Source: an optimization exercise on an open RTL-to-GDS flow (aim: small area). Production flows keep margins and buffers that such runs may drop. In this exercise RTL edits were held to simulation tests only and were not proved equivalent to the original.

==> flow/design.v <==
`default_nettype none
`timescale 1 ns / 1 ps
module axis_fir (
    input  wire               clk,
    input  wire               aresetn,
    input  wire               accept,       
    input  wire               upd,          
    input  wire        [75:1] live,         
    input  wire        [15:0] din,
    output logic       [23:0] acc
);
    logic [15:0] r [1:75];
    always_ff @(posedge clk) begin
        if (accept) begin
            r[1] <= din;
            for (int k = 2; k < 76; k = k + 1) r[k] <= r[k-1];
        end
    end
    function automatic [15:0] ob(input logic l, input logic [15:0] v);
        ob = {~(l & v[15]), v[14:0] & {15{l}}};
    endfunction
    wire [15:0] p21 = ob(live[21], r[21]);
    wire [15:0] p23 = ob(live[23], r[23]);
    wire [15:0] p25 = ob(live[25], r[25]);
    wire [15:0] p26 = ob(live[26], r[26]);
    wire [15:0] p27 = ob(live[27], r[27]);
    wire [15:0] p28 = ob(live[28], r[28]);
    wire [15:0] p29 = ob(live[29], r[29]);
    wire [15:0] p30 = ob(live[30], r[30]);
    wire [15:0] p31 = ob(live[31], r[31]);
    wire [15:0] p33 = ob(live[33], r[33]);
    wire [15:0] p34 = ob(live[34], r[34]);
    wire [15:0] p63 = ob(live[63], r[63]);
    wire [15:0] p67 = ob(live[67], r[67]);
    wire [15:0] p74 = ob(live[74], r[74]);
    wire [15:0] n1 = ob(live[1], r[1]);
    wire [15:0] n8 = ob(live[8], r[8]);
    wire [15:0] n12 = ob(live[12], r[12]);
    wire [15:0] n41 = ob(live[41], r[41]);
    wire [15:0] n42 = ob(live[42], r[42]);
    wire [15:0] n44 = ob(live[44], r[44]);
    wire [15:0] n45 = ob(live[45], r[45]);
    wire [15:0] n46 = ob(live[46], r[46]);
    wire [15:0] n47 = ob(live[47], r[47]);
    wire [15:0] n48 = ob(live[48], r[48]);
    wire [15:0] n49 = ob(live[49], r[49]);
    wire [15:0] n50 = ob(live[50], r[50]);
    wire [15:0] n52 = ob(live[52], r[52]);
    wire [15:0] n54 = ob(live[54], r[54]);
    wire [15:0] n75 = ob(live[75], r[75]);
    wire [16:0] tp1_0;
    rca #(16) u_tp1_0 (.a(p21), .b(p23), .ci(1'b0), .s(tp1_0[15:0]), .co(tp1_0[16]));
    wire [16:0] tp1_1;
    rca #(16) u_tp1_1 (.a(p25), .b(p26), .ci(1'b0), .s(tp1_1[15:0]), .co(tp1_1[16]));
    wire [16:0] tp1_2;
    rca #(16) u_tp1_2 (.a(p27), .b(p28), .ci(1'b0), .s(tp1_2[15:0]), .co(tp1_2[16]));
    wire [16:0] tp1_3;
    rca #(16) u_tp1_3 (.a(p29), .b(p30), .ci(1'b0), .s(tp1_3[15:0]), .co(tp1_3[16]));
    wire [16:0] tp1_4;
    rca #(16) u_tp1_4 (.a(p31), .b(p33), .ci(1'b0), .s(tp1_4[15:0]), .co(tp1_4[16]));
    wire [16:0] tp1_5;
    rca #(16) u_tp1_5 (.a(p34), .b(p63), .ci(1'b0), .s(tp1_5[15:0]), .co(tp1_5[16]));
    wire [16:0] tp1_6;
    rca #(16) u_tp1_6 (.a(p67), .b(p74), .ci(1'b0), .s(tp1_6[15:0]), .co(tp1_6[16]));
    wire [17:0] tp2_0;
    rca #(17) u_tp2_0 (.a(tp1_0), .b(tp1_1), .ci(1'b0), .s(tp2_0[16:0]), .co(tp2_0[17]));
    wire [17:0] tp2_1;
    rca #(17) u_tp2_1 (.a(tp1_2), .b(tp1_3), .ci(1'b0), .s(tp2_1[16:0]), .co(tp2_1[17]));
    wire [17:0] tp2_2;
    rca #(17) u_tp2_2 (.a(tp1_4), .b(tp1_5), .ci(1'b0), .s(tp2_2[16:0]), .co(tp2_2[17]));
    wire [18:0] tp3_0;
    rca #(18) u_tp3_0 (.a(tp2_0), .b(tp2_1), .ci(1'b0), .s(tp3_0[17:0]), .co(tp3_0[18]));
    wire [18:0] tp3_1;
    rca #(18) u_tp3_1 (.a(tp2_2), .b({1'd0, tp1_6}), .ci(1'b0), .s(tp3_1[17:0]), .co(tp3_1[18]));
    wire [19:0] tp4_0;
    rca #(19) u_tp4_0 (.a(tp3_0), .b(tp3_1), .ci(1'b0), .s(tp4_0[18:0]), .co(tp4_0[19]));
    wire [16:0] tn1_0;
    rca #(16) u_tn1_0 (.a(n1), .b(n8), .ci(1'b0), .s(tn1_0[15:0]), .co(tn1_0[16]));
    wire [16:0] tn1_1;
    rca #(16) u_tn1_1 (.a(n12), .b(n41), .ci(1'b0), .s(tn1_1[15:0]), .co(tn1_1[16]));
    wire [16:0] tn1_2;
    rca #(16) u_tn1_2 (.a(n42), .b(n44), .ci(1'b0), .s(tn1_2[15:0]), .co(tn1_2[16]));
    wire [16:0] tn1_3;
    rca #(16) u_tn1_3 (.a(n45), .b(n46), .ci(1'b0), .s(tn1_3[15:0]), .co(tn1_3[16]));
    wire [16:0] tn1_4;
    rca #(16) u_tn1_4 (.a(n47), .b(n48), .ci(1'b0), .s(tn1_4[15:0]), .co(tn1_4[16]));
    wire [16:0] tn1_5;
    rca #(16) u_tn1_5 (.a(n49), .b(n50), .ci(1'b0), .s(tn1_5[15:0]), .co(tn1_5[16]));
    wire [16:0] tn1_6;
    rca #(16) u_tn1_6 (.a(n52), .b(n54), .ci(1'b0), .s(tn1_6[15:0]), .co(tn1_6[16]));
    wire [17:0] tn2_0;
    rca #(17) u_tn2_0 (.a(tn1_0), .b(tn1_1), .ci(1'b0), .s(tn2_0[16:0]), .co(tn2_0[17]));
    wire [17:0] tn2_1;
    rca #(17) u_tn2_1 (.a(tn1_2), .b(tn1_3), .ci(1'b0), .s(tn2_1[16:0]), .co(tn2_1[17]));
    wire [17:0] tn2_2;
    rca #(17) u_tn2_2 (.a(tn1_4), .b(tn1_5), .ci(1'b0), .s(tn2_2[16:0]), .co(tn2_2[17]));
    wire [17:0] tn2_3;
    rca #(17) u_tn2_3 (.a(tn1_6), .b({1'd0, n75}), .ci(1'b0), .s(tn2_3[16:0]), .co(tn2_3[17]));
    wire [18:0] tn3_0;
    rca #(18) u_tn3_0 (.a(tn2_0), .b(tn2_1), .ci(1'b0), .s(tn3_0[17:0]), .co(tn3_0[18]));
    wire [18:0] tn3_1;
    rca #(18) u_tn3_1 (.a(tn2_2), .b(tn2_3), .ci(1'b0), .s(tn3_1[17:0]), .co(tn3_1[18]));
    wire [19:0] tn4_0;
    rca #(19) u_tn4_0 (.a(tn3_0), .b(tn3_1), .ci(1'b0), .s(tn4_0[18:0]), .co(tn4_0[19]));
    wire [20:0] dsum;
    rca #(21) u_d (.a({1'b0, tp4_0}), .b(~{1'b0, tn4_0}), .ci(1'b1), .s(dsum), .co());
    logic [20:0] dreg;
    always_ff @(posedge clk) dreg <= dsum;
    wire [23:0] t, accn;
    rca #(24) lt (.a({{3{dreg[20]}}, dreg}), .b({8'd0, ~r[1][15], r[1][14:0]}), .ci(1'b0), .s(t), .co());
    rca #(24) la (.a(acc), .b(t), .ci(1'b0), .s(accn), .co());
    always_ff @(posedge clk) begin
        if (!aresetn) acc <= 24'd0;
        else if (upd) acc <= accn;
    end
endmodule
`default_nettype wire
`default_nettype none
`timescale 1 ns / 1 ps
module rca #(
    parameter integer W = 8
)(
    input  wire [W-1:0] a,
    input  wire [W-1:0] b,
    input  wire         ci,
    output wire [W-1:0] s,
    output wire         co
);
    wire [W:0] c;
    assign c[0] = ci;
    genvar j;
    generate for (j = 0; j < W; j = j + 1) begin : bit_
        assign s[j]   = a[j] ^ b[j] ^ c[j];
        assign c[j+1] = (a[j] & b[j]) | (c[j] & (a[j] ^ b[j]));
    end endgenerate
    assign co = c[W];
endmodule
module cordic #(
    parameter integer I = 2,
    parameter integer W = 33,
    parameter integer WO = W     
)(
    input  wire            clk,
    input  wire [W-1:0]    x,
    input  wire [W-2:0]    m,
    input  wire            s,
    output logic [WO-1:0]  xo,
    output logic [WO-2:0]  mo,
    output logic           so
);
    wire [W-1:0] xn;
    generate if (W == 33) begin : g_xcs
        assign xn = x + ({1'b0, m} >> I) + {32'd0, s & (&m[I-1:0])};
    end else begin : g_xrc
        rca #(.W(W)) ax (.a(x), .b({1'b0, m} >> I), .ci(s & (&m[I-1:0])), .s(xn), .co());
    end endgenerate
    wire [W-1:0] xs;
    wire c;
    generate if (W == 33) begin : g_signed
        assign xs = $signed(x) >>> I;
        assign c  = x[W-1] & (|x[I-1:0]);
    end else begin : g_unsigned
        assign xs = x >> I;
        assign c  = 1'b0;
    end endgenerate
    wire [W-1:0] r;
    generate if (W == 33) begin : g_ycs
        assign r = {1'b0, m} + ~xs + {32'd0, ~c};
    end else begin : g_yrc
        rca #(.W(W)) ay (.a({1'b0, m}), .b(~xs), .ci(~c), .s(r), .co());
    end endgenerate
    wire rs = r[W-1];
    always_ff @(posedge clk) begin
        xo <= xn[WO-1:0];
        mo <= r[WO-2:0] ^ {(WO-1){rs}};
        so <= s ^ rs;
    end
endmodule
`default_nettype wire
`default_nettype none
`timescale 1 ns / 1 ps
module adsb_frontend (
    input  wire         clk,
    input  wire         aresetn,
    input  wire         s_valid,
    input  wire  [31:0] s_data,
    output logic        m_valid,
    output logic [15:0] m_mag
);
    localparam integer NST = 18;    
    wire accept = s_valid & aresetn;
    logic [6:0] cnt;
    wire  [6:0] cnt_n = !aresetn ? 7'd0 : ((s_valid && cnt != 7'd75) ? cnt + 7'd1 : cnt);
    always_ff @(posedge clk) cnt <= cnt_n;
    wire  [75:1] live;
    genvar k;
    generate for (k = 1; k < 76; k = k + 1) begin : lv
        if (k == 1 || k == 8 || k == 12 || k == 21 || k == 23 || (k >= 25 && k <= 31) ||
            k == 33 || k == 34 || k == 41 || k == 42 || (k >= 44 && k <= 50) || k == 52 ||
            k == 54 || k == 63 || k == 67 || k == 74 || k == 75) begin : used
            logic q;
            always_ff @(posedge clk) q <= (cnt_n >= k);
            assign live[k] = q;
        end else begin : unused
            assign live[k] = 1'b0;
        end
    end endgenerate
    logic [NST:1] vs;
    always_ff @(posedge clk) begin
        if (!aresetn) vs <= '0;
        else vs <= {vs[NST-1:1], s_valid};
    end
    assign m_valid = vs[NST];
    wire [23:0] fi, fq;
    axis_fir fir_i (.clk(clk), .aresetn(aresetn), .accept(accept), .upd(vs[1]), .live(live),
                    .din(s_data[31:16]), .acc(fi));
    axis_fir fir_q (.clk(clk), .aresetn(aresetn), .accept(accept), .upd(vs[1]), .live(live),
                    .din(s_data[15:0]), .acc(fq));
    function automatic [15:0] clip(input logic [23:0] v);
        if (!v[23] && v[22]) clip = 16'h7fff;
        else if (v[23] && !v[22]) clip = 16'h8000;
        else clip = v[22:7];
    endfunction
    wire [15:0] si = clip(fi);
    wire [15:0] sq = clip(fq);
    wire ni = si[15];
    wire nq = sq[15] & (sq != 16'h8000);
    wire [16:0] ay;
    rca #(17) u_ay (.a({1'b0, si ^ {16{ni}}}), .b(17'd0), .ci(ni), .s(ay), .co());
    wire [17:0] axo = {{2{sq[15]}}, sq} ^ {18{nq}};    
    wire [17:0] s0n, d0n;
    rca #(18) u_s0 (.a({1'b0, ay}), .b(axo),  .ci(nq),  .s(s0n), .co());
    rca #(18) u_d0 (.a({1'b0, ay}), .b(~axo), .ci(~nq), .s(d0n), .co());
    logic [17:0] s0, d0;
    always_ff @(posedge clk) begin
        s0 <= s0n;
        d0 <= d0n;
    end
    wire nd = d0[17];
    wire [18:0] x2n, y2n;
    rca #(19) u_x2 (.a({s0, 1'b0}), .b({1'b0, d0 ^ {18{nd}}}), .ci(nd),  .s(x2n), .co());
    rca #(19) u_y2 (.a({d0, 1'b0}), .b({s0[17], s0} ^ {19{~nd}}),           .ci(~nd), .s(y2n), .co());
    logic [18:0] x2s, y2s;
    always_ff @(posedge clk) begin
        x2s <= x2n;
        y2s <= y2n;
    end
    function automatic signed [32:0] gain(input logic signed [18:0] v);
        logic signed [32:0] w;
        w = v;
        gain = (w <<< 14) + (w <<< 12) - (w <<< 9) - (w <<< 6) - (w <<< 3) + (w <<< 1);
    endfunction
    wire [32:0] x2 = gain(x2s);
    wire [32:0] y2 = gain(y2s);
    wire        s2 = y2[32];
    wire [31:0] m2 = y2[31:0] ^ {32{s2}};
    wire [32:0] x3n = x2 + ({1'b0, m2} >> 2) + {32'd0, s2 & (&m2[1:0])};
    wire [32:0] xs2 = $signed(x2) >>> 2;
    wire [32:0] r2  = {1'b0, m2} + ~xs2 + {32'd0, ~(x2[32] & (|x2[1:0]))};
    logic [32:0] x3;
    logic [31:0] m3;
    logic        s3;
    always_ff @(posedge clk) begin
        x3 <= x3n;
        m3 <= r2[31:0] ^ {32{r2[32]}};
        s3 <= s2 ^ r2[32];
    end
    wire [31:0] xs [4:16];
    wire [30:0] ms [4:16];
    wire        ss [4:16];
    cordic #(.I(3), .W(33), .WO(32)) st3 (.clk(clk), .x(x3), .m(m3), .s(s3), .xo(xs[4]), .mo(ms[4]), .so(ss[4]));
    genvar i;
    generate for (i = 4; i < 16; i = i + 1) begin : it
        cordic #(.I(i), .W(32), .WO(32)) st (.clk(clk), .x(xs[i]), .m(ms[i]), .s(ss[i]),
                                             .xo(xs[i+1]), .mo(ms[i+1]), .so(ss[i+1]));
    end endgenerate
    assign m_mag = xs[16][31:16];
endmodule
`default_nettype wire
==> flow/run.sh <==
#!/bin/bash
# synth_recipe.tcl (not shown) runs the flow's synth.tcl, then flattens the netlist and writes it again
# the make line also repeats each setting of config.mk as NAME=value (left out here)
make -C /OpenROAD-flow-scripts/flow DESIGN_CONFIG=/design/flow/config.mk WORK_HOME=/design/flow/orfs CLKGATE_MAP_FILE= SYNTH_SCRIPT=/design/flow/synth_recipe.tcl finish
==> flow/config.mk <==
export PLATFORM = sky130hd
export DESIGN_NAME = adsb_frontend
export DESIGN_NICKNAME = adsb_frontend
export VERILOG_FILES = /design/flow/design.v
export SDC_FILE = /design/flow/constraint.sdc
export NUM_CORES = 4
export LEC_CHECK = 0
export CAP_MARGIN = 20
export CORE_MARGIN = 2
export CORE_UTILIZATION = 55
export CTS_BUF_LIST = sky130_fd_sc_hd__clkbuf_16
export CTS_CLUSTER_DIAMETER = 80
export CTS_CLUSTER_SIZE = 25
export PLACE_DENSITY = 0.65
export SETUP_SLACK_MARGIN = 0.1
export SLEW_MARGIN = 20
==> flow/constraint.sdc <==
create_clock -name core_clock -period 12.0 [get_ports {clk}]
set_input_delay 2.4000 -clock core_clock [delete_from_list [all_inputs] [get_ports {clk}]]
set_output_delay 2.4000 -clock core_clock [all_outputs]
set_load 0.01 [all_outputs]
==> impl_metrics.tcl, run 1 <==
set metrics [dict create \
    path_max_fanout 2 \
    crit_path_top_delay_cell "fa_2" \
    die_area_mm2 0.285 \
    start_util_pct 55.3 \
    path_class "flip-flop to flip-flop" \
    required_ps 12760 \
    fin_ws_ps 315 \
    hold_viol 0 \
    netlist_area_mm2 0.155 \
    synth_compound_area_share_pct 2.52 \
    yosysUniqueCellTypes 82 \
    cts_max_level 4 \
    clock-sinks 3468 \
    synth_top_family_by_area "adder cells" \
    start_kind "flip-flop" \
    grt_overflow 0 \
    synth_top_area_cell "edfxtp_1" \
    synth-seq-cells 3468 \
    grt_setup_unrepaired "yes" \
    cpMostUsedCell "fa_2" \
    maxCapViolCount 0 \
    path_clk_slew_ps 100 \
    final_cell_mix "2400 x edfxtp_1, 1425 x fa_1, 1150 x inv_1" \
    synth_warnings 16 \
    grt_pass1_vias 76600 \
    antenna_found_initial 25 \
    n_fill_cell 21100 \
    place_worst_setup_slack_ps -2180 \
    synth.top_cell.area_share_pct 46.6 \
    grt_use_total_pct 21.0 \
    ios 52 \
    fin_worst_skew_ps 58.3 \
    layout_commonest_cell "edfxtp_1" \
    synth-simple-area-share_pct 4.19 \
    status "timing/DRC/antenna clean" \
    port-buffer-count 51 \
    cts_tree "done" \
    setup_violations 0 \
    wirelength_mm 290 \
    drtIter0Drc 5284 \
    synthAdderAreaFrac_pct 25.8 \
    syn_to_final_growth_pct 7.87 \
    ant_nets 0 \
    relSlewSlack_pct 16.2 \
    avgSynthCellArea_um2 16.0 \
    slew_viol_final 0 \
    layout.nets 12100 \
    synthMuxAreaShare_pct 0.0680 \
    hpwl_mm 222 \
    timing.critical_path.from "st3.mo[3]" \
    drcViolationCount 0 \
    routedWlPerCell_um 21.1 \
    timing.critical_path.arrival_ps 12440 \
    synth_edf_count 2400 \
    min-delay-start "fir_q.r[61][15]" \
    grt_pass1_wl_mm 453 \
    rows 194 \
    fp.coreArea_mm2 0.280 \
    clk_latency_ps 900 \
    syn-num-nets 11900 \
    period_share_pct 97.4 \
    gp_congestion 0.864 \
    seq_area_frac_synth_pct 60.4 \
    synthArstFlopShare_pct 0 \
    slowest_delay_ps 420 \
    synth_ff_type "edfxtp_1" \
    num_vias 70400 \
    setup_tns_ps 0 \
    syn_inst 9657 \
    synth_xor_area_share_pct 3.86 \
    die_w_um 534 \
    worst_hold_slack_ps 401 \
    hold_path_class "flip-flop to flip-flop" \
    ctsLongestPathBuffers 4 \
    die_h_um 534 \
    yosys-top-cells-area "edfxtp_1 47%, fa_1 21%, dfxtp_1 14%" \
    grt_max_degree 186 \
    period_minus_slack_ps 11680 \
    tightestPinTransition_ps 1260 \
    via_per_inst 5.13 \
    firstDrtPassIters 5 \
    end_kind "flip-flop" \
    drive_above_1_share_pct 6.77 \
    clockRootBuffer "clkbuf_16" \
    fmax_mhz 85.6 \
    cts_buffers 177 \
    reg2reg_from "st3.mo[3]" \
]
## area by class of cell
cell class	count	area, um^2	share of cell area (%)
flip-flops and latches	3468	93500	56.0
multi-input cells	4933	57400	34.4
well taps	3724	4660	2.79
clock buffers	184	4600	2.76
inverters	1088	4080	2.45
repair buffers	182	1720	1.03
clock inverters	122	917	0.550
diodes	12	30.0	0.0180
## cell usage after synthesis, types with 23 or more instances
master,count
nor2b_1,41
edfxtp_1,2400
nand2_1,883
fa_1,1650
nand3_1,41
clkbuf_1,148
o21ai_0,125
o211a_1,45
o21bai_1,34
nor3_1,33
and2_1,219
a21oi_1,155
nor2_1,122
xor2_1,115
ha_1,552
o21a_1,36
buf_1,23
a21o_1,77
dfxtp_1,1068
nand4_1,41
inv_1,1088
nand2b_1,23
xnor2_1,552
## critical path, delay by kind of cell, from the launching register on
kind / cells / cell delay [ps]
and+or+nand+nor: 2 / 180
xor gates and xnor gates: 1 / 150
adders and majority gates: 31 / 10920
DFF: 1 / 330
## registers in the layout, indices dropped and copies added (netlist names), 29 cells and up
register   cells
fir_i.r     1200
st3.mo        31
m3            32
fir_q.r     1200
it.st.xo     368
it.st.mo     341
st3.xo        32
x3            33
lv.used.q     29
## cell families (layout without fill, tap and decap cells)
logic type / Yosys count / in the layout
fa+ha+maj: 2203 / 2203
mux: 10 / 10
buf+inv: 1269 / 1576
simple gates: 1449 / 1462
flops: 3468 / 3468
other cells: 0 / 12
compound gates: 585 / 585
xor+xnor: 673 / 673
## metrics by stage
stage | cells | area, um^2 | util, %
floorplan | 9657 | 155000 | -
global placement | 13400 | 160000 | 57.3
detailed placement | 13400 | 160000 | 57.3
CTS | 13700 | 166000 | 59.5
global route | 13700 | 167000 | 59.7
finish | 13700 | 167000 | 59.7
## final timing paths
| path | endpoint | slack [ps] | cells after the start |
|---|---|---|---|
| worst max-delay path | it[4].st.xo[31] | 320 | 34 |
| worst min-delay path | fir_q.r[62][15] | 400 | 0 |
| worst max register to register | it[4].st.xo[31] | 320 | 34 |
| worst min register to register | fir_q.r[62][15] | 400 | 0 |
## repair_timing
item / 4_1_cts / 5_1_grt
endpoints found under the hold margin: 0 / 0
pin swaps: 37 / 98
setup buffers: 0 / 3
endpoints found under the setup margin: 150 / 170
cloned: 9 / 4
gates resized for setup: 183 / 80
hold buffers: 0 / 0
## metal layers
layer | wire (um) | global-route usage (%) | up-vias | part of all wire [%]
met5 | 23 | 0 | - | 0.0079
met4 | 6150 | 4.45 | 4 | 2.1
met3 | 11400 | 2.54 | 310 | 3.9
met2 | 140000 | 34.4 | 1072 | 48
met1 | 132000 | 30.5 | 36700 | 46
li1 | - | - | 32400 | -
==> run 2: changes to the inputs <==
--- a/flow/design.v
+++ b/flow/design.v
@@ -12,2 +12,3 @@
     logic [15:0] r [1:75];
+    logic [19:0] q;
     always_ff @(posedge clk) begin
@@ -21,11 +22,16 @@
     endfunction
+    wire [15:0] q24 = ob(live[24], r[24]), q31 = ob(live[31], r[31]);
+    wire [15:0] q43 = ob(live[43], r[43]), q50 = ob(live[50], r[50]);
+    wire [16:0] qa, qb;
+    wire [19:0] qt, qn;
+    rca #(16) u_qa (.a(q24), .b(q50), .ci(1'b0), .s(qa[15:0]), .co(qa[16]));
+    rca #(16) u_qb (.a(q31), .b(q43), .ci(1'b0), .s(qb[15:0]), .co(qb[16]));
+    rca #(20) u_qt (.a(q), .b({3'd0, qa}), .ci(1'b0), .s(qt), .co());
+    rca #(20) u_qn (.a(qt), .b(~{3'd0, qb}), .ci(1'b1), .s(qn), .co());
+    always_ff @(posedge clk) begin
+        if (!aresetn) q <= 20'd0;
+        else if (accept) q <= qn;
+    end
     wire [15:0] p21 = ob(live[21], r[21]);
     wire [15:0] p23 = ob(live[23], r[23]);
-    wire [15:0] p25 = ob(live[25], r[25]);
-    wire [15:0] p26 = ob(live[26], r[26]);
-    wire [15:0] p27 = ob(live[27], r[27]);
-    wire [15:0] p28 = ob(live[28], r[28]);
-    wire [15:0] p29 = ob(live[29], r[29]);
-    wire [15:0] p30 = ob(live[30], r[30]);
-    wire [15:0] p31 = ob(live[31], r[31]);
     wire [15:0] p33 = ob(live[33], r[33]);
@@ -40,9 +46,2 @@
     wire [15:0] n42 = ob(live[42], r[42]);
-    wire [15:0] n44 = ob(live[44], r[44]);
-    wire [15:0] n45 = ob(live[45], r[45]);
-    wire [15:0] n46 = ob(live[46], r[46]);
-    wire [15:0] n47 = ob(live[47], r[47]);
-    wire [15:0] n48 = ob(live[48], r[48]);
-    wire [15:0] n49 = ob(live[49], r[49]);
-    wire [15:0] n50 = ob(live[50], r[50]);
     wire [15:0] n52 = ob(live[52], r[52]);
@@ -53,13 +52,5 @@
     wire [16:0] tp1_1;
-    rca #(16) u_tp1_1 (.a(p25), .b(p26), .ci(1'b0), .s(tp1_1[15:0]), .co(tp1_1[16]));
+    rca #(16) u_tp1_1 (.a(p33), .b(p34), .ci(1'b0), .s(tp1_1[15:0]), .co(tp1_1[16]));
     wire [16:0] tp1_2;
-    rca #(16) u_tp1_2 (.a(p27), .b(p28), .ci(1'b0), .s(tp1_2[15:0]), .co(tp1_2[16]));
-    wire [16:0] tp1_3;
-    rca #(16) u_tp1_3 (.a(p29), .b(p30), .ci(1'b0), .s(tp1_3[15:0]), .co(tp1_3[16]));
-    wire [16:0] tp1_4;
-    rca #(16) u_tp1_4 (.a(p31), .b(p33), .ci(1'b0), .s(tp1_4[15:0]), .co(tp1_4[16]));
-    wire [16:0] tp1_5;
-    rca #(16) u_tp1_5 (.a(p34), .b(p63), .ci(1'b0), .s(tp1_5[15:0]), .co(tp1_5[16]));
-    wire [16:0] tp1_6;
-    rca #(16) u_tp1_6 (.a(p67), .b(p74), .ci(1'b0), .s(tp1_6[15:0]), .co(tp1_6[16]));
+    rca #(16) u_tp1_2 (.a(p63), .b(p67), .ci(1'b0), .s(tp1_2[15:0]), .co(tp1_2[16]));
     wire [17:0] tp2_0;
@@ -67,11 +58,5 @@
     wire [17:0] tp2_1;
-    rca #(17) u_tp2_1 (.a(tp1_2), .b(tp1_3), .ci(1'b0), .s(tp2_1[16:0]), .co(tp2_1[17]));
-    wire [17:0] tp2_2;
-    rca #(17) u_tp2_2 (.a(tp1_4), .b(tp1_5), .ci(1'b0), .s(tp2_2[16:0]), .co(tp2_2[17]));
+    rca #(17) u_tp2_1 (.a(tp1_2), .b({1'd0, p74}), .ci(1'b0), .s(tp2_1[16:0]), .co(tp2_1[17]));
     wire [18:0] tp3_0;
     rca #(18) u_tp3_0 (.a(tp2_0), .b(tp2_1), .ci(1'b0), .s(tp3_0[17:0]), .co(tp3_0[18]));
-    wire [18:0] tp3_1;
-    rca #(18) u_tp3_1 (.a(tp2_2), .b({1'd0, tp1_6}), .ci(1'b0), .s(tp3_1[17:0]), .co(tp3_1[18]));
-    wire [19:0] tp4_0;
-    rca #(19) u_tp4_0 (.a(tp3_0), .b(tp3_1), .ci(1'b0), .s(tp4_0[18:0]), .co(tp4_0[19]));
     wire [16:0] tn1_0;
@@ -81,11 +66,5 @@
     wire [16:0] tn1_2;
-    rca #(16) u_tn1_2 (.a(n42), .b(n44), .ci(1'b0), .s(tn1_2[15:0]), .co(tn1_2[16]));
+    rca #(16) u_tn1_2 (.a(n42), .b(n52), .ci(1'b0), .s(tn1_2[15:0]), .co(tn1_2[16]));
     wire [16:0] tn1_3;
-    rca #(16) u_tn1_3 (.a(n45), .b(n46), .ci(1'b0), .s(tn1_3[15:0]), .co(tn1_3[16]));
-    wire [16:0] tn1_4;
-    rca #(16) u_tn1_4 (.a(n47), .b(n48), .ci(1'b0), .s(tn1_4[15:0]), .co(tn1_4[16]));
-    wire [16:0] tn1_5;
-    rca #(16) u_tn1_5 (.a(n49), .b(n50), .ci(1'b0), .s(tn1_5[15:0]), .co(tn1_5[16]));
-    wire [16:0] tn1_6;
-    rca #(16) u_tn1_6 (.a(n52), .b(n54), .ci(1'b0), .s(tn1_6[15:0]), .co(tn1_6[16]));
+    rca #(16) u_tn1_3 (.a(n54), .b(n75), .ci(1'b0), .s(tn1_3[15:0]), .co(tn1_3[16]));
     wire [17:0] tn2_0;
@@ -94,14 +73,7 @@
     rca #(17) u_tn2_1 (.a(tn1_2), .b(tn1_3), .ci(1'b0), .s(tn2_1[16:0]), .co(tn2_1[17]));
-    wire [17:0] tn2_2;
-    rca #(17) u_tn2_2 (.a(tn1_4), .b(tn1_5), .ci(1'b0), .s(tn2_2[16:0]), .co(tn2_2[17]));
-    wire [17:0] tn2_3;
-    rca #(17) u_tn2_3 (.a(tn1_6), .b({1'd0, n75}), .ci(1'b0), .s(tn2_3[16:0]), .co(tn2_3[17]));
     wire [18:0] tn3_0;
     rca #(18) u_tn3_0 (.a(tn2_0), .b(tn2_1), .ci(1'b0), .s(tn3_0[17:0]), .co(tn3_0[18]));
-    wire [18:0] tn3_1;
-    rca #(18) u_tn3_1 (.a(tn2_2), .b(tn2_3), .ci(1'b0), .s(tn3_1[17:0]), .co(tn3_1[18]));
-    wire [19:0] tn4_0;
-    rca #(19) u_tn4_0 (.a(tn3_0), .b(tn3_1), .ci(1'b0), .s(tn4_0[18:0]), .co(tn4_0[19]));
-    wire [20:0] dsum;
-    rca #(21) u_d (.a({1'b0, tp4_0}), .b(~{1'b0, tn4_0}), .ci(1'b1), .s(dsum), .co());
+    wire [20:0] pq, dsum;
+    rca #(21) u_pq (.a({2'd0, tp3_0}), .b({q[19], q}), .ci(1'b0), .s(pq), .co());
+    rca #(21) u_d (.a(pq), .b(~{2'd0, tn3_0}), .ci(1'b1), .s(dsum), .co());
     logic [20:0] dreg;
@@ -197,4 +169,4 @@
     generate for (k = 1; k < 76; k = k + 1) begin : lv
-        if (k == 1 || k == 8 || k == 12 || k == 21 || k == 23 || (k >= 25 && k <= 31) ||
-            k == 33 || k == 34 || k == 41 || k == 42 || (k >= 44 && k <= 50) || k == 52 ||
+        if (k == 1 || k == 8 || k == 12 || k == 21 || k == 23 || k == 24 || k == 31 ||
+            k == 33 || k == 34 || k == 41 || k == 42 || k == 43 || k == 50 || k == 52 ||
             k == 54 || k == 63 || k == 67 || k == 74 || k == 75) begin : used
==> run 2 against run 1 <==
Compared with the run above:
- still clean
- critical path depth is the same
- first-iteration DRC count grew 11%
- critical path type unchanged
- critical endpoint unchanged
- highest routed layer unchanged
==> impl_metrics.tcl, run 2 <==
set metrics [dict create \
    yosysUniqueCellTypes 82 \
    fin_worst_skew_ps 76.0 \
    synthArstFlopShare_pct 0 \
    antenna_found_initial 19 \
    final_cell_mix "2400 x edfxtp_1, 1285 x inv_1, 1117 x fa_1" \
    port-buffer-count 51 \
    num_vias 67800 \
    die_w_um 524 \
    slowest_delay_ps 420 \
    crit_path_top_delay_cell "fa_2" \
    firstDrtPassIters 5 \
    placedCellCount 12800 \
    cts_buffers 179 \
    layout_commonest_cell "edfxtp_1" \
    end_kind "flip-flop" \
    cts_max_level 4 \
    fp.coreArea_mm2 0.270 \
    setup_tns_ps 0 \
    maxCapViolCount 0 \
    synth_top_area_cell "edfxtp_1" \
    postLayoutCoreUtil_pct 59.6 \
    fmax_mhz 85.4 \
    synth.top_cell.area_share_pct 48.4 \
    grt_pass1_wl_mm 432 \
    synth_ff_type "edfxtp_1" \
    hpwl_mm 207 \
    slew_viol_final 0 \
    grt_max_degree 207 \
    period_minus_slack_ps 11710 \
    start_kind "flip-flop" \
    routedWlPerCell_um 21.1 \
    hold_path_class "flip-flop to flip-flop" \
    setup_violations 0 \
    via_per_inst 5.17 \
    syn_inst 9236 \
    gp_congestion 0.881 \
    path_max_fanout 2 \
    cpMostUsedCell "fa_2" \
    syn-num-nets 11200 \
    instances_no_fill 13100 \
    grt_overflow 0 \
    synth-seq-cells 3498 \
    clockRootBuffer "clkbuf_16" \
    cts_tree "done" \
    grt_use_total_pct 20.6 \
    seq_area_frac_synth_pct 63.1 \
    required_ps 12760 \
    wirelength_mm 277 \
    avgSynthCellArea_um2 16.1 \
    reg_top3 "fir_i.r (1200), fir_q.r (1200), it.st.xo (368)" \
    path_class "flip-flop to flip-flop" \
    drcViolationCount 0 \
    die_area_mm2 0.275 \
    synthTopCellsByCount "2400 x edfxtp_1, 1366 x fa_1, 1208 x inv_1" \
    path_clk_slew_ps 100 \
    period_share_pct 97.6 \
    drive_above_1_share_pct 7.06 \
    netlist_area_mm2 0.149 \
    grt_pass1_vias 72400 \
    drtIter0Drc 5839 \
    yosys-top-cells-area "edfxtp_1 48%, fa_1 18%, dfxtp_1 15%" \
    fin_area_mm2 0.161 \
    syn_to_final_growth_pct 8.00 \
    ios 52 \
    status "timing/DRC/antenna clean" \
    ant_nets 0 \
    layout.nets 11400 \
    die_h_um 524 \
    dpl-instance-area_mm2 0.154 \
    tightestPinTransition_ps 1080 \
    timing.critical_path.arrival_ps 12470 \
    synth_edf_count 2400 \
    start_util_pct 55.2 \
    clk_latency_ps 910 \
    synthMostInstantiatedCell "edfxtp_1" \
    relSlewSlack_pct 27.7 \
    ctsLongestPathBuffers 4 \
    grt_setup_unrepaired "yes" \
    hold_viol 0 \
    clock-sinks 3498 \
    synth_warnings 16 \
    rows 191 \
]
## run 2: repair_timing
action                     in CTS  in global routing
buffers inserted                0                  4
gates cloned                    9                  2
pin swaps                      43                 98
resized for setup             194                121
hold buffers                    0                  0
setup endpoints to repair     154                190
## run 2: routing by layer
metal	track usage [%]	routed length, um
met2	32.2	129000
met5	0	22
met3	2.86	14600
met1	31.0	127000
met4	5.09	7400
## run 2: kinds of logic after synthesis
group | Yosys count | share of synthesized area [%]
flops | 3498 | 63.1
buf+inv | 1372 | 3.47
simple gates | 1204 | 3.72
compound gates | 568 | 2.69
mux | 10 | 0.0705
xor+xnor | 677 | 4.04
fa+ha+maj | 1907 | 22.9
## run 2: stage by stage
step                hold WS [ps]  setup slack, ps
floorplan                    400            -7800
global placement             400            -2200
detailed placement           405            -2160
CTS                          383             67.6
global route                 414             17.4
finish                       383              286
## run 2: worst paths after layout
kind	cells after the start	endpoint	slack, ps	startpoint
max	34	it[4].st.xo[31]	290	st3.mo[3]
min	0	fir_i.r[23][13]	380	fir_i.r[22][13]
max reg2reg	34	it[4].st.xo[31]	290	st3.mo[3]
min reg2reg	0	fir_i.r[23][13]	380	fir_i.r[22][13]
## run 2: critical path, delay by kind of cell, from the launching register on
| kind | cells | cell delay [ps] |
|---|---|---|
| adders and majority gates | 31 | 10990 |
| DFF | 1 | 330 |
| and+or+nand+nor | 2 | 160 |
| xor gates and xnor gates | 1 | 150 |
## run 2: final cells by class
cell class	instances	area (um^2)
tap	3570	4470
timing repair buffer	152	1570
fill	20400	109000
antenna	2	5.00
sequential	3498	94100
clock inverter	127	848
clock buffer	181	4530
multi-input combinational	4377	50900
inverter	1209	4540
==> run 3: changes to the inputs <==
--- a/flow/design.v
+++ b/flow/design.v
@@ -12,3 +12,3 @@
     logic [15:0] r [1:75];
-    logic [19:0] q;
+    logic [20:0] q;
     always_ff @(posedge clk) begin
@@ -22,12 +22,12 @@
     endfunction
-    wire [15:0] q24 = ob(live[24], r[24]), q31 = ob(live[31], r[31]);
-    wire [15:0] q43 = ob(live[43], r[43]), q50 = ob(live[50], r[50]);
+    wire [15:0] q24 = ob(live[24], r[24]), q34 = ob(live[34], r[34]);
+    wire [15:0] q40 = ob(live[40], r[40]), q50 = ob(live[50], r[50]);
     wire [16:0] qa, qb;
-    wire [19:0] qt, qn;
+    wire [20:0] qt, qn;
     rca #(16) u_qa (.a(q24), .b(q50), .ci(1'b0), .s(qa[15:0]), .co(qa[16]));
-    rca #(16) u_qb (.a(q31), .b(q43), .ci(1'b0), .s(qb[15:0]), .co(qb[16]));
-    rca #(20) u_qt (.a(q), .b({3'd0, qa}), .ci(1'b0), .s(qt), .co());
-    rca #(20) u_qn (.a(qt), .b(~{3'd0, qb}), .ci(1'b1), .s(qn), .co());
-    always_ff @(posedge clk) begin
-        if (!aresetn) q <= 20'd0;
+    rca #(16) u_qb (.a(q34), .b(q40), .ci(1'b0), .s(qb[15:0]), .co(qb[16]));
+    rca #(21) u_qt (.a(q), .b({4'd0, qa}), .ci(1'b0), .s(qt), .co());
+    rca #(21) u_qn (.a(qt), .b(~{4'd0, qb}), .ci(1'b1), .s(qn), .co());
+    always_ff @(posedge clk) begin
+        if (!aresetn) q <= 21'd0;
         else if (accept) q <= qn;
@@ -36,4 +36,3 @@
     wire [15:0] p23 = ob(live[23], r[23]);
-    wire [15:0] p33 = ob(live[33], r[33]);
-    wire [15:0] p34 = ob(live[34], r[34]);
+    wire [15:0] p43 = ob(live[43], r[43]);
     wire [15:0] p63 = ob(live[63], r[63]);
@@ -44,4 +43,3 @@
     wire [15:0] n12 = ob(live[12], r[12]);
-    wire [15:0] n41 = ob(live[41], r[41]);
-    wire [15:0] n42 = ob(live[42], r[42]);
+    wire [15:0] n32 = ob(live[32], r[32]);
     wire [15:0] n52 = ob(live[52], r[52]);
@@ -52,11 +50,9 @@
     wire [16:0] tp1_1;
-    rca #(16) u_tp1_1 (.a(p33), .b(p34), .ci(1'b0), .s(tp1_1[15:0]), .co(tp1_1[16]));
+    rca #(16) u_tp1_1 (.a(p43), .b(p63), .ci(1'b0), .s(tp1_1[15:0]), .co(tp1_1[16]));
     wire [16:0] tp1_2;
-    rca #(16) u_tp1_2 (.a(p63), .b(p67), .ci(1'b0), .s(tp1_2[15:0]), .co(tp1_2[16]));
+    rca #(16) u_tp1_2 (.a(p67), .b(p74), .ci(1'b0), .s(tp1_2[15:0]), .co(tp1_2[16]));
     wire [17:0] tp2_0;
     rca #(17) u_tp2_0 (.a(tp1_0), .b(tp1_1), .ci(1'b0), .s(tp2_0[16:0]), .co(tp2_0[17]));
-    wire [17:0] tp2_1;
-    rca #(17) u_tp2_1 (.a(tp1_2), .b({1'd0, p74}), .ci(1'b0), .s(tp2_1[16:0]), .co(tp2_1[17]));
     wire [18:0] tp3_0;
-    rca #(18) u_tp3_0 (.a(tp2_0), .b(tp2_1), .ci(1'b0), .s(tp3_0[17:0]), .co(tp3_0[18]));
+    rca #(18) u_tp3_0 (.a(tp2_0), .b({1'd0, tp1_2}), .ci(1'b0), .s(tp3_0[17:0]), .co(tp3_0[18]));
     wire [16:0] tn1_0;
@@ -64,7 +60,5 @@
     wire [16:0] tn1_1;
-    rca #(16) u_tn1_1 (.a(n12), .b(n41), .ci(1'b0), .s(tn1_1[15:0]), .co(tn1_1[16]));
+    rca #(16) u_tn1_1 (.a(n12), .b(n32), .ci(1'b0), .s(tn1_1[15:0]), .co(tn1_1[16]));
     wire [16:0] tn1_2;
-    rca #(16) u_tn1_2 (.a(n42), .b(n52), .ci(1'b0), .s(tn1_2[15:0]), .co(tn1_2[16]));
-    wire [16:0] tn1_3;
-    rca #(16) u_tn1_3 (.a(n54), .b(n75), .ci(1'b0), .s(tn1_3[15:0]), .co(tn1_3[16]));
+    rca #(16) u_tn1_2 (.a(n52), .b(n54), .ci(1'b0), .s(tn1_2[15:0]), .co(tn1_2[16]));
     wire [17:0] tn2_0;
@@ -72,3 +66,3 @@
     wire [17:0] tn2_1;
-    rca #(17) u_tn2_1 (.a(tn1_2), .b(tn1_3), .ci(1'b0), .s(tn2_1[16:0]), .co(tn2_1[17]));
+    rca #(17) u_tn2_1 (.a(tn1_2), .b({1'd0, n75}), .ci(1'b0), .s(tn2_1[16:0]), .co(tn2_1[17]));
     wire [18:0] tn3_0;
@@ -76,3 +70,3 @@
     wire [20:0] pq, dsum;
-    rca #(21) u_pq (.a({2'd0, tp3_0}), .b({q[19], q}), .ci(1'b0), .s(pq), .co());
+    rca #(21) u_pq (.a({2'd0, tp3_0}), .b(q), .ci(1'b0), .s(pq), .co());
     rca #(21) u_d (.a(pq), .b(~{2'd0, tn3_0}), .ci(1'b1), .s(dsum), .co());
@@ -169,5 +163,5 @@
     generate for (k = 1; k < 76; k = k + 1) begin : lv
-        if (k == 1 || k == 8 || k == 12 || k == 21 || k == 23 || k == 24 || k == 31 ||
-            k == 33 || k == 34 || k == 41 || k == 42 || k == 43 || k == 50 || k == 52 ||
-            k == 54 || k == 63 || k == 67 || k == 74 || k == 75) begin : used
+        if (k == 1 || k == 8 || k == 12 || k == 21 || k == 23 || k == 24 || k == 32 ||
+            k == 34 || k == 40 || k == 43 || k == 50 || k == 52 || k == 54 || k == 63 ||
+            k == 67 || k == 74 || k == 75) begin : used
             logic q;
==> run 3 against run 2 <==
Compared with the run above:
- non-clock buffer count is 15 higher
- register-to-register slack improved by 40 ps
- critical path depth stayed put
- synthesized cell count shrank 0.95%
- clock-buffer cell count decreased by 5
- cell area fell by 0.80%
- wire length shrank 0.62%
- setup slack improved by 36 ps
- critical endpoint is now it[5].st.xo[31]
==> impl_metrics.tcl, run 3 <==
set metrics [dict create \
    ant_nets 0 \
    final_cell_mix "2400 x edfxtp_1, 1306 x inv_1, 1075 x dfxtp_1" \
    maxCapViolCount 0 \
    synth_top_area_cell "edfxtp_1" \
    synth_xor_area_share_pct 4.09 \
    seq_area_frac_synth_pct 63.8 \
    cts_hold_buf 0 \
    syn_to_final_growth_pct 8.20 \
    synth_ff_type "edfxtp_1" \
    port-buffer-count 51 \
    clk_latency_ps 860 \
    path_class "flip-flop to flip-flop" \
    setup_violations 0 \
    timing.critical_path.arrival_ps 12400 \
    grt_setup_unrepaired "yes" \
    start_util_pct 55.2 \
    drive_above_1_share_pct 7.29 \
    worst_hold_slack_ps 406 \
    place_worst_setup_slack_ps -2120 \
    grt_pass1_wl_mm 425 \
    grt_use_total_pct 20.8 \
    clock-sinks 3498 \
    synthAdderAreaFrac_pct 22.3 \
    die_h_um 522 \
    layout.nets 11200 \
    path_buf_inv 0 \
    num_vias 66900 \
    end_kind "flip-flop" \
    synth_top_family_by_area "adder cells" \
    synth_warnings 16 \
    grt_pass1_vias 71200 \
    postCtsSetupBuffers 0 \
    synth-seq-cells 3498 \
    antenna_found_initial 11 \
    synthTopCellsByCount "2400 x edfxtp_1, 1300 x fa_1, 1225 x inv_1" \
    synthMostInstantiatedCell "edfxtp_1" \
    status "timing/DRC/antenna clean" \
    syn-num-nets 11000 \
    slowest_delay_ps 410 \
    firstDrtPassIters 6 \
    synth_compound_area_share_pct 2.68 \
    path_delay_family "adder cells" \
    hold_path_class "flip-flop to flip-flop" \
    rows 190 \
    synthMuxAreaShare_pct 0.0704 \
    grt_overflow 0 \
    dpl-instance-area_mm2 0.153 \
    via_per_inst 5.13 \
    avgSynthCellArea_um2 16.1 \
    wirelength_mm 276 \
    path_max_fanout 2 \
    tightestPinTransition_ps 1190 \
    netlist_area_mm2 0.148 \
    drcViolationCount 0 \
    ctsLongestPathBuffers 3 \
    fmax_mhz 85.6 \
    cts_max_level 4 \
    fp.coreArea_mm2 0.267 \
    slew_viol_final 0 \
    yosys-top-cells-area "edfxtp_1 49%, fa_1 18%, dfxtp_1 15%" \
    period_minus_slack_ps 11680 \
    cts_tree "done" \
    synthArstFlopShare_pct 0 \
    reg_top3 "fir_i.r (1200), fir_q.r (1200), it.st.xo (368)" \
    layout_commonest_cell "edfxtp_1" \
    cts_buffers 173 \
    clockRootBuffer "clkbuf_16" \
    relSlewSlack_pct 20.4 \
    die_area_mm2 0.272 \
    gp_congestion 0.871 \
    yosysUniqueCellTypes 72 \
    hpwl_mm 204 \
    fin_area_mm2 0.160 \
    hold_viol 0 \
    cpMostUsedCell "fa_2" \
    routedWlPerCell_um 21.1 \
    synth-simple-area-share_pct 3.61 \
    drtIter0Drc 5419 \
    required_ps 12730 \
    crit_path_top_delay_cell "fa_2" \
    fin_ws_ps 322 \
    start_kind "flip-flop" \
    die_w_um 522 \
    period_share_pct 97.3 \
    ios 52 \
    synth_edf_count 2400 \
    syn_inst 9148 \
    grt_max_degree 218 \
    path_clk_slew_ps 100 \
    synth.top_cell.area_share_pct 48.9 \
    fin_worst_skew_ps 41.0 \
]
## run 3: repair_timing
item,4_1_cts,5_1_grt
setup endpoints to repair,184,177
gates cloned,10,2
gates resized for setup,192,107
pin swaps,41,89
## run 3: final cells by class
| cell class | instances | area, um^2 |
|---|---|---|
| Fill cell | 20000 | 108000 |
| Sequential cell | 3498 | 94100 |
| Multi-Input combinational cell | 4282 | 49300 |
| Inverter | 1225 | 4600 |
| Tap cell | 3552 | 4440 |
| Clock buffer | 176 | 4400 |
| Timing Repair Buffer | 167 | 1600 |
| Clock inverter | 139 | 1170 |
| Antenna cell | 4 | 10.0 |
## run 3: final timing paths
check / startpoint / end / slack [ps] / depth (start not counted)
worst max register to register: it[4].st.mo[2] / it[5].st.xo[31] / 320 / 34
worst max-delay path: it[4].st.mo[2] / it[5].st.xo[31] / 320 / 34
worst min-delay path: fir_i.r[49][10] / fir_i.r[50][10] / 410 / 0
worst min register to register: fir_i.r[49][10] / fir_i.r[50][10] / 410 / 0
## run 3: cell families after synthesis
group	count (synthesis)
and+or+nand+nor	1153
AOI/OAI and AO/OA	580
muxes	10
DFF	3498
xor gates and xnor gates	682
buffers and inverters	1380
adders and majority gates	1845
## run 3: through the flow
stage	instances	setup TNS, ps	utilization, %
CTS	13000	0	59.5
global placement	12700	-54990	57.2
detailed placement	12700	-63280	57.2
global route	13000	0	59.7
floorplan	9148	-	-
finish	13000	0	59.7
## run 3: routing by layer
metal  track usage, %  part of all wire (%)
met5                0                0.0047
met3             2.46                   4.1
met1             30.1                    45
met4             4.78                   2.4
met2             34.1                    49
==> run 4: changes to the inputs <==
--- a/flow/config.mk
+++ b/flow/config.mk
@@ -7,3 +7,3 @@
 export LEC_CHECK = 0
-export CAP_MARGIN = 20
+export CAP_MARGIN = 10
 export CORE_MARGIN = 2
@@ -12,5 +12,5 @@
 export CTS_CLUSTER_DIAMETER = 80
-export CTS_CLUSTER_SIZE = 25
+export CTS_CLUSTER_SIZE = 28
 export PLACE_DENSITY = 0.65
-export SETUP_SLACK_MARGIN = 0.1
-export SLEW_MARGIN = 20
+export SETUP_SLACK_MARGIN = 0.05
+export SLEW_MARGIN = 10
==> run 4 against run 3 <==
Compared with the run above:
- still clean
- via count about the same
- clock-buffer cell count decreased by 11
- register-to-register slack got worse by 20 ps
- non-clock buffer count decreased by 6
- hold slack improved by 4.2 ps
- wire length about the same
- first-iteration DRC count decreased by 2.9%
- sequential cell count unchanged
- critical path type unchanged
- critical endpoint unchanged
- highest routed layer is now met4
==> impl_metrics.tcl, run 4 <==
set metrics [dict create \
    crit_path_top_delay_cell "fa_2" \
    path_max_fanout 2 \
    cpMostUsedCell "fa_2" \
    synth_edf_count 2400 \
    path_buf_inv 0 \
    synth_ff_type "edfxtp_1" \
    status "timing/DRC/antenna clean" \
    grt_setup_unrepaired "no" \
    path_depth 34 \
    reg_top3 "fir_i.r (1200), fir_q.r (1200), it.st.xo (368)" \
    yosys-top-cells-area "edfxtp_1 49%, fa_1 18%, dfxtp_1 15%" \
    layout.nets 11200 \
    clock-sinks 3498 \
    whs_path_depth 0 \
    port-buffer-count 51 \
    final_cell_mix "2400 x edfxtp_1, 1280 x inv_1, 1075 x dfxtp_1" \
    min-delay-start "fir_i.r[57][12]" \
    grt_overflow 0 \
    hold_path_class "flip-flop to flip-flop" \
    grt_pass1_wl_mm 425 \
    hold_viol 0 \
    clockRootBuffer "clkbuf_16" \
    timing.critical_path.arrival_ps 12420 \
    synthArstFlopShare_pct 0 \
    die_w_um 522 \
    r2r_end "it[5].st.xo[31]" \
    reg2reg_depth 34 \
    rows 190 \
    start_util_pct 55.2 \
    ff2ff_setup_slack_ps 300 \
    fmax_mhz 85.5 \
    ctsLongestPathBuffers 3 \
    firstDrtPassIters 6 \
    synthMostInstantiatedCell "edfxtp_1" \
    ios 52 \
    netlist_area_mm2 0.148 \
    die_area_mm2 0.272 \
    drive_above_1_share_pct 7.21 \
    routedWlPerCell_um 21.2 \
    timing.critical_path.from "it[4].st.mo[2]" \
    cts_buffers 162 \
    synth_top_area_cell "edfxtp_1" \
    slowest_delay_ps 410 \
    yosysUniqueCellTypes 72 \
    syn_to_final_growth_pct 7.94 \
    hpwl_mm 204 \
    drcViolationCount 0 \
    grt_use_total_pct 20.8 \
    relSlewSlack_pct 19.3 \
    syn-num-nets 11000 \
    path_delay_family "adder cells" \
    ant_nets 0 \
    fp.coreArea_mm2 0.267 \
    antenna_found_initial 9 \
    maxCapViolCount 0 \
    synth_warnings 16 \
    reg2reg_from "it[4].st.mo[2]" \
    seq_area_frac_synth_pct 63.8 \
    required_ps 12720 \
    synth-seq-cells 3498 \
    wirelength_mm 276 \
    drtIter0Drc 5260 \
    gp_congestion 0.871 \
    layout_commonest_cell "edfxtp_1" \
    path_clk_slew_ps 100 \
    clk_latency_ps 840 \
    avgSynthCellArea_um2 16.1 \
    synthTopCellsByCount "2400 x edfxtp_1, 1300 x fa_1, 1225 x inv_1" \
    grt_max_degree 218 \
    setup_tns_ps 0 \
    synth.top_cell.area_share_pct 48.9 \
    die_h_um 522 \
    grt_pass1_vias 70900 \
    tightestPinTransition_ps 1210 \
    fin_worst_skew_ps 40.8 \
    end_kind "flip-flop" \
    slew_viol_final 0 \
    period_minus_slack_ps 11700 \
    syn_inst 9148 \
    path_class "flip-flop to flip-flop" \
    period_share_pct 97.5 \
    cts_tree "done" \
    crit_end "it[5].st.xo[31]" \
    setup_violations 0 \
    cts_max_level 4 \
    start_kind "flip-flop" \
    num_vias 66900 \
    via_per_inst 5.14 \
]
run 4: cell types whose count changed in the layout (fill, tap and decap cells not counted), moves of 4 or more:
cell,before,now
ha_4,6,2
fa_1,1050,1061
clkbuf_16,176,165
inv_12,2,6
inv_8,9,13
inv_1,1306,1280
fa_2,250,239
run 4: timing repair:
item / in CTS / in global routing
pin swaps: 39 / 86
setup endpoints to repair: 173 / 185
hold buffers: 0 / 0
buffers inserted: 0 / 0
cloned: 10 / 5
gates resized for setup: 185 / 103
endpoints found under the hold margin: 0 / 0
run 4: worst register-to-register path, delay by kind of cell, from the launching register on:
kind,cells,cell delay [ps]
fa+ha+maj,31,10930
xor+xnor,1,150
simple gates,2,170
flops,1,330
run 4: area by class of cell:
type | instances | area, um^2
clock buffer | 165 | 4130
multi-input combinational | 4285 | 49300
sequential | 3498 | 94100
inverter | 1225 | 4600
fill | 20000 | 108000
antenna | 5 | 12.5
timing repair buffer | 161 | 1460
tap | 3552 | 4440
clock inverter | 128 | 1220
run 4: kinds of logic (layout without fill, tap and decap cells):
family	after synthesis	count (layout)	synth area share (%)
AOI/OAI and AO/OA	580	580	2.68
xor gates and xnor gates	682	682	4.09
adders and majority gates	1845	1845	22.3
buffers and inverters	1380	1679	3.53
DFF	3498	3498	63.8
muxes	10	10	0.0704
other	0	5	0
and+or+nand+nor	1153	1168	3.61
run 4: per-layer routing:
layer	up-vias	GRT usage, %	share of wire (%)
met1	34500	30.2	45
met2	1290	34.1	49
met3	298	2.34	4.1
met4	0	4.70	2.4
met5	-	0	0
li1	30800	-	-
run 4: stage by stage:
stage	hold slack, ps	util, %	setup WS, ps	cell area (um^2)	instances
final	410	59.5	300	159000	13000
after CTS	405	59.4	50.2	159000	13000
after floorplan	400	-	-7760	148000	9148
after global routing	405	59.5	52.3	159000	13000
after global placement	400	57.2	-2180	153000	12700
after detailed placement	405	57.2	-2120	153000	12700
run 4: worst min path at each step:
stage | end | slack (ps)
floorplan | fir_i.r[10][0] | 400
global placement | fir_i.r[5][3] | 400
detailed placement | fir_i.r[10][11] | 400
CTS | fir_i.r[58][12] | 400
global route | fir_i.r[46][6] | 400
finish | fir_i.r[58][12] | 410

==> afterwards: timing with drivers on the ports <==
How much do the figures lean on ideal ports? The routed layouts below were timed once more, with nothing changed but the port constraints. Step 1: set_driving_cell puts a clkbuf_16 on clk and a buf_2 on each other input, an assumption about the parent block. Step 2 adds t to the input delays and takes it off the output delays; t is the mean of the earliest and latest rising clock arrival at the registers after step 1. Input paths then give back, and output paths get back, about the clock's delay inside the block. Slacks: ideal ports / drivers / drivers and shift; pairs: ideal ports / drivers.
| run | t, ns | setup WS [ns] | worst slew at a driven data input, ns |
|---|---|---|---|
| run 1 | 0.968 | 0.315 / 0.315 / 0.315 | 0.08 |
| run 2 | 0.962 | 0.286 / 0.286 / 0.286 | 0.17 |
| run 3 | 0.933 | 0.322 / 0.322 / 0.322 | 0.09 |
| run 4 | 0.922 | 0.300 / 0.300 / 0.300 | 0.08 |
After both steps every run listed still meets setup and hold.
